Source: an optimization exercise on an open RTL-to-GDS flow (aim: small area and a short achievable clock period). Production flows keep margins and buffers that such runs may drop.
Where RTL was checked, it was by simulation tests only, not by an equivalence proof against the original.
Power is estimated from default activity; no workload was simulated.

==> flow/design.v (excerpt) <==
module gen_pack_TSE (
input clk_i,
input srst_i,
input [9:0]gen_address_AvMM_S_i,
input gen_write_AvMM_S_i,
input [31:0]gen_writedata_AvMM_S_i,
input gen_read_AvMM_S_i,
output [31:0]gen_readdata_AvMM_S_o,
output gen_readdatavalid_AvMM_S_o,
output gen_waitrequest_AvMM_S_o,
input [31:0]gen_readdata_AvMM_M_i,
input gen_waitrequest_AvMM_M_i,
output [7:0]gen_address_AvMM_M_o,
output gen_write_AvMM_M_o,
output [31:0]gen_writedata_AvMM_M_o,
output gen_read_AvMM_M_o,
input  gen_ready_i,
output [7:0]gen_data_o,
output gen_valid_o,
output gen_startofpacket_o,
output gen_endofpacket_o
);
localparam [31:0] VAL_NOT_FOUND         = 32'h404;
localparam [31:0] TSE_REG_VAL_RESET     = 32'h2008;
localparam [31:0] TSE_REG_VAL_RESET_COR = 32'h8;
localparam [31:0] TSE_REG_VAL_2_COMCONF = 32'h900001b;
localparam [13:0] GEN_VAL_PART_OF_SEC   = 14'h30d4;
localparam [2:0] IDLE         = 3'b000,
  ...
Size in the first run: roughly 7800 cells after synthesis, roughly 2600 flip-flops, about 170 I/O pins, ~110000 µm² of cells after synthesis.
export LEC_CHECK = 0
export CAP_MARGIN = 20
export CORE_MARGIN = 2
export CORE_UTILIZATION = 60
export CTS_BUF_LIST = sky130_fd_sc_hd__clkbuf_16
export CTS_CLUSTER_DIAMETER = 50
export CTS_CLUSTER_SIZE = 28
export PLACE_DENSITY = 0.7
export SETUP_SLACK_MARGIN = 5
export SLEW_MARGIN = 20
export TNS_END_PERCENT = 100
create_clock -name core_clock -period 8.0 [get_ports {clk_i}]
run.sh (not shown) runs the stock make flow with config.mk's settings and CLKGATE_MAP_FILE= SYNTH_SCRIPT=/design/flow/synth_recipe.tcl, a recipe that flattens the netlist after the stock synthesis.
The baseline completed with no timing, DRC or antenna violations.
Edit:
Settings changed: CORE_UTILIZATION 60 to 70, PLACE_DENSITY 0.7 to 0.8.
After rerunning:
- The changed run went through all stages and came out clean
- non-clock buffer count goes up by 25
- via count goes up by 4.3%
- clock power goes down by about 6%

========
gen_pack_TSE, a different RTL version from the one above (not shown whole).
Size: about 7800 cells after synthesis, roughly 170 I/O pins, about 0.11 mm2 of cells after synthesis.
clock: 8.0 ns
lec_check: 0
cap_margin: 20
core_margin: 2
core_utilization: 62
cts_buf_list: sky130_fd_sc_hd__clkbuf_16
cts_cluster_diameter: 50
cts_cluster_size: 28
place_density: 0.75
setup_slack_margin: 5
slew_margin: 20
tns_end_percent: 100
The baseline passed the timing, design-rule and antenna checks.
Change:
- CORE_UTILIZATION: 62 -> 55
- PLACE_DENSITY: 0.75 -> 0.65
=> The new run finished with timing, DRC and antenna clean; worst setup slack degrades by 0.14 ns; global-route usage goes down by 3.8 points; register-to-register slack loses 0.14 ns; count of clock-buffer cells in the layout grows by 35; area after synthesis does not change; power climbs by 5.6%.
Change:
- CORE_UTILIZATION: 55 -> 60
- PLACE_DENSITY: 0.65 -> 0.7
=>
- The new run finished clean
- via count increases by 0.79%
- design area came out lower by 0.80%
- cell count is lower by 2.2%
- area after synthesis does not change
- routed wire length shrinks by 0.55%
- critical path depth grows by 4
- combinational power barely changes
- register-to-register slack improves by 0.16 ns

========
Another version of the RTL of gen_pack_TSE (not shown whole).
For scale: roughly 7,600 cells after synthesis, about 2,600 flip-flops, roughly 170 I/O pins, ~110,000 sq um of cells after synthesis.
Design gen_pack_TSE, start of the top module:
module gen_pack_TSE (
input clk_i,
input srst_i,
input [9:0]gen_address_AvMM_S_i,
input gen_write_AvMM_S_i,
input [31:0]gen_writedata_AvMM_S_i,
input gen_read_AvMM_S_i,
output [31:0]gen_readdata_AvMM_S_o,
output gen_readdatavalid_AvMM_S_o,
output gen_waitrequest_AvMM_S_o,
input [31:0]gen_readdata_AvMM_M_i,
input gen_waitrequest_AvMM_M_i,
output [7:0]gen_address_AvMM_M_o,
output gen_write_AvMM_M_o,
output [31:0]gen_writedata_AvMM_M_o,
output gen_read_AvMM_M_o,
input  gen_ready_i,
output [7:0]gen_data_o,
output gen_valid_o,
output gen_startofpacket_o,
output gen_endofpacket_o
);
Settings: LEC_CHECK=0, CAP_MARGIN=20, CORE_MARGIN=2, CORE_UTILIZATION=45, PLACE_DENSITY=0.6, SETUP_SLACK_MARGIN=5, SLEW_MARGIN=20, TNS_END_PERCENT=100; clock period 8.0 ns.
Edit:
- CORE_UTILIZATION: 45 -> 55
- PLACE_DENSITY: 0.6 -> 0.65
- SETUP_SLACK_MARGIN: 5 -> 4.5
After rerunning: The changed run finished with timing, DRC and antenna clean; synthesized area does not change; wire length drops by about 10%; design area is lower by 6.3%; clock skew climbs by 0.0048 ns; global-route usage grows by 3.7 points; die area fell by 18%; total power drops by 2.2%; sequential cell count does not change.
No run of this note included a check of the RTL's function; only the layout flow was run.

========
Another version of the RTL of gen_pack_TSE (not shown whole).
For scale: about 2600 flip-flops, roughly 170 I/O pins.
Settings: LEC_CHECK=0, ABC_CLOCK_PERIOD_IN_PS=5000, CAP_MARGIN=20, CORE_MARGIN=2, CORE_UTILIZATION=45, PLACE_DENSITY=0.6, SETUP_SLACK_MARGIN=3, SLEW_MARGIN=20, TNS_END_PERCENT=100; clock period 8.0 ns.
Then changed:
- ABC_CLOCK_PERIOD_IN_PS: 5000 -> 4000
- SETUP_SLACK_MARGIN: 3 -> 4
Outcome: Synthesized area stays the same; first-iteration DRC count is lower by 1.1%; hold slack loses 0.015 ns.
Then changed:
- ABC_CLOCK_PERIOD_IN_PS: 4000 -> default
- SETUP_SLACK_MARGIN: 4 -> default
- TNS_END_PERCENT: 100 -> default
Outcome:
- The new run finished clean
- total power went down by 2.2%
- clock power went down by about 4%
- design area went down by 1.4%
- wire length went down by 2.9%
- global-route usage went down by 0.82 points
- core utilization went down by 0.76 points
- final cell count went down by 0.72%
- count of clock-buffer cells in the layout went up by 8
- worst setup slack got worse by 1.2 ns

========
Another version of the RTL of gen_pack_TSE (not shown whole).
Size in the first run: roughly 2700 flip-flops, roughly 170 I/O pins, ~0.11 mm2 of cells after synthesis.
make LEC_CHECK=0 CAP_MARGIN=20 CORE_MARGIN=2 CORE_UTILIZATION=62 CTS_BUF_LIST=sky130_fd_sc_hd__clkbuf_16 CTS_CLUSTER_DIAMETER=50 CTS_CLUSTER_SIZE=28 PLACE_DENSITY=0.75 SETUP_SLACK_MARGIN=5 SLEW_MARGIN=20 TNS_END_PERCENT=100 finish   # period 8.0 ns
The first run passed the timing, design-rule and antenna checks.
Edit:
--- a/flow/config.mk
+++ b/flow/config.mk
@@ -9,3 +9,3 @@
 export CORE_MARGIN = 2
-export CORE_UTILIZATION = 62
+export CORE_UTILIZATION = 60
 export CTS_BUF_LIST = sky130_fd_sc_hd__clkbuf_16
@@ -13,3 +13,3 @@
 export CTS_CLUSTER_SIZE = 28
-export PLACE_DENSITY = 0.75
+export PLACE_DENSITY = 0.7
 export SETUP_SLACK_MARGIN = 5
The new run passed the timing, design-rule and antenna checks.
Area after synthesis does not change.
Clock skew goes down by 0.026 ns.
Sequential power barely changes.
Global-route usage drops by 0.76 points.
Clock power stays flat.
Critical path depth does not change.
Via count came out lower slightly.
Setup slack gets better by 0.044 ns.
Maximum frequency grows slightly.
Non-clock buffer count is lower by 2.

========
gen_pack_TSE, a different RTL version from the one above (not shown whole).
Size in the first run: about 7300 cells after synthesis, ~2700 flip-flops, about 170 I/O pins, roughly 110000 um^2 of cells after synthesis.
==> flow/config.mk <==
export PLATFORM = sky130hd
export DESIGN_NAME = gen_pack_TSE
export DESIGN_NICKNAME = gen_pack_TSE
export VERILOG_FILES = /design/flow/design.v
export SDC_FILE = /design/flow/constraint.sdc
export NUM_CORES = 4
export LEC_CHECK = 0
export CAP_MARGIN = 20
export CORE_MARGIN = 2
export CORE_UTILIZATION = 62
export CTS_BUF_LIST = sky130_fd_sc_hd__clkbuf_16
export CTS_CLUSTER_DIAMETER = 50
export CTS_CLUSTER_SIZE = 28
export PLACE_DENSITY = 0.75
export SETUP_SLACK_MARGIN = 5
export SLEW_MARGIN = 20
export TNS_END_PERCENT = 100
==> flow/constraint.sdc <==
create_clock -name core_clock -period 8.0 [get_ports {clk_i}]
set_input_delay 1.6000 -clock core_clock [delete_from_list [all_inputs] [get_ports {clk_i}]]
set_output_delay 1.6000 -clock core_clock [all_outputs]
set_load 0.01 [all_outputs]
The starting point went through all stages and came out clean.
==> next run, changes <==
CORE_UTILIZATION = 60   (was 62)
PLACE_DENSITY = 0.7   (was 0.75)
What happened: Hold slack gets better by 0.0038 ns; setup slack gets better by 0.22 ns; non-clock buffer count came out higher by 23; final cell count came out higher slightly; routed wire length came out higher slightly; die area came out higher by a few percent; combinational power hardly moves; clock power came out higher by a few percent.

## re-timing with driven ports
The results above use ideal ports. As a check the final layouts listed here were re-extracted and re-timed, cells and wires unchanged.
Step 1 sets driving cells, clkbuf_16 on the clock port and buf_2 on the other inputs (assumed; they add their load-dependent delay and slew).
Step 2 adds t to the input delays and takes it off the output delays; t is the mean of the earliest and latest rising clock arrival at the registers after step 1. Input paths then give back, and output paths get back, about the clock's delay inside the block.
Three values: no drivers, after step 1, after step 2; two values: the first two.
run | shift t [ns] | setup WS [ns] | worst setup path at the end | slew at the worst register clock pin (ns) | worst data-port slew with drivers (ns)
the first run of note 1 | 0.952 | 4.725 / 4.725 / 4.014 | input to register | 0.10 / 0.10 | 0.06
the second run of note 1 | 0.921 | 4.455 / 4.455 / 3.947 | input to register | 0.11 / 0.11 | 0.09
the first run of note 2 | 0.951 | 4.858 / 4.858 / 4.089 | input to register | 0.10 / 0.10 | 0.37
the second run of note 2 | 0.969 | 4.716 / 4.716 / 4.091 | input to register | 0.10 / 0.10 | 0.09
the third run of note 2 | 0.941 | 4.875 / 4.865 / 3.990 | input to register | 0.10 / 0.10 | 0.13
the first run of note 3 | 1.014 | 4.523 / 4.523 / 3.588 | input to register | 0.06 / 0.06 | 0.09
the second run of note 3 | 0.990 | 4.375 / 4.375 / 3.524 | input to register | 0.07 / 0.07 | 0.06
the first run of note 4 | 1.007 | 2.963 / 2.963 / 2.156 | input to register | 0.07 / 0.07 | 0.14
the second run of note 4 | 1.003 | 3.900 / 3.900 / 3.064 | input to register | 0.07 / 0.07 | 0.19
the third run of note 4 | 1.004 | 2.683 / 2.683 / 1.990 | input to register | 0.07 / 0.07 | 0.17
the first run of note 5 | 0.970 | 4.695 / 4.695 / 3.743 | input to register | 0.11 / 0.11 | 0.12
the second run of note 5 | 0.967 | 4.740 / 4.664 / 3.805 | input to register | 0.11 / 0.11 | 0.10
the first run of note 6 | 0.969 | 4.621 / 4.621 / 4.110 | input to register | 0.11 / 0.11 | 0.10
the second run of note 6 | 0.966 | 4.845 / 4.781 / 4.106 | input to register | 0.11 / 0.11 | 0.09
After both steps setup and hold are still met in every run listed. For the first run of note 5, which loses most, drivers alone change the setup slack by 0.000 ns; drivers and shift together by -0.952 ns.
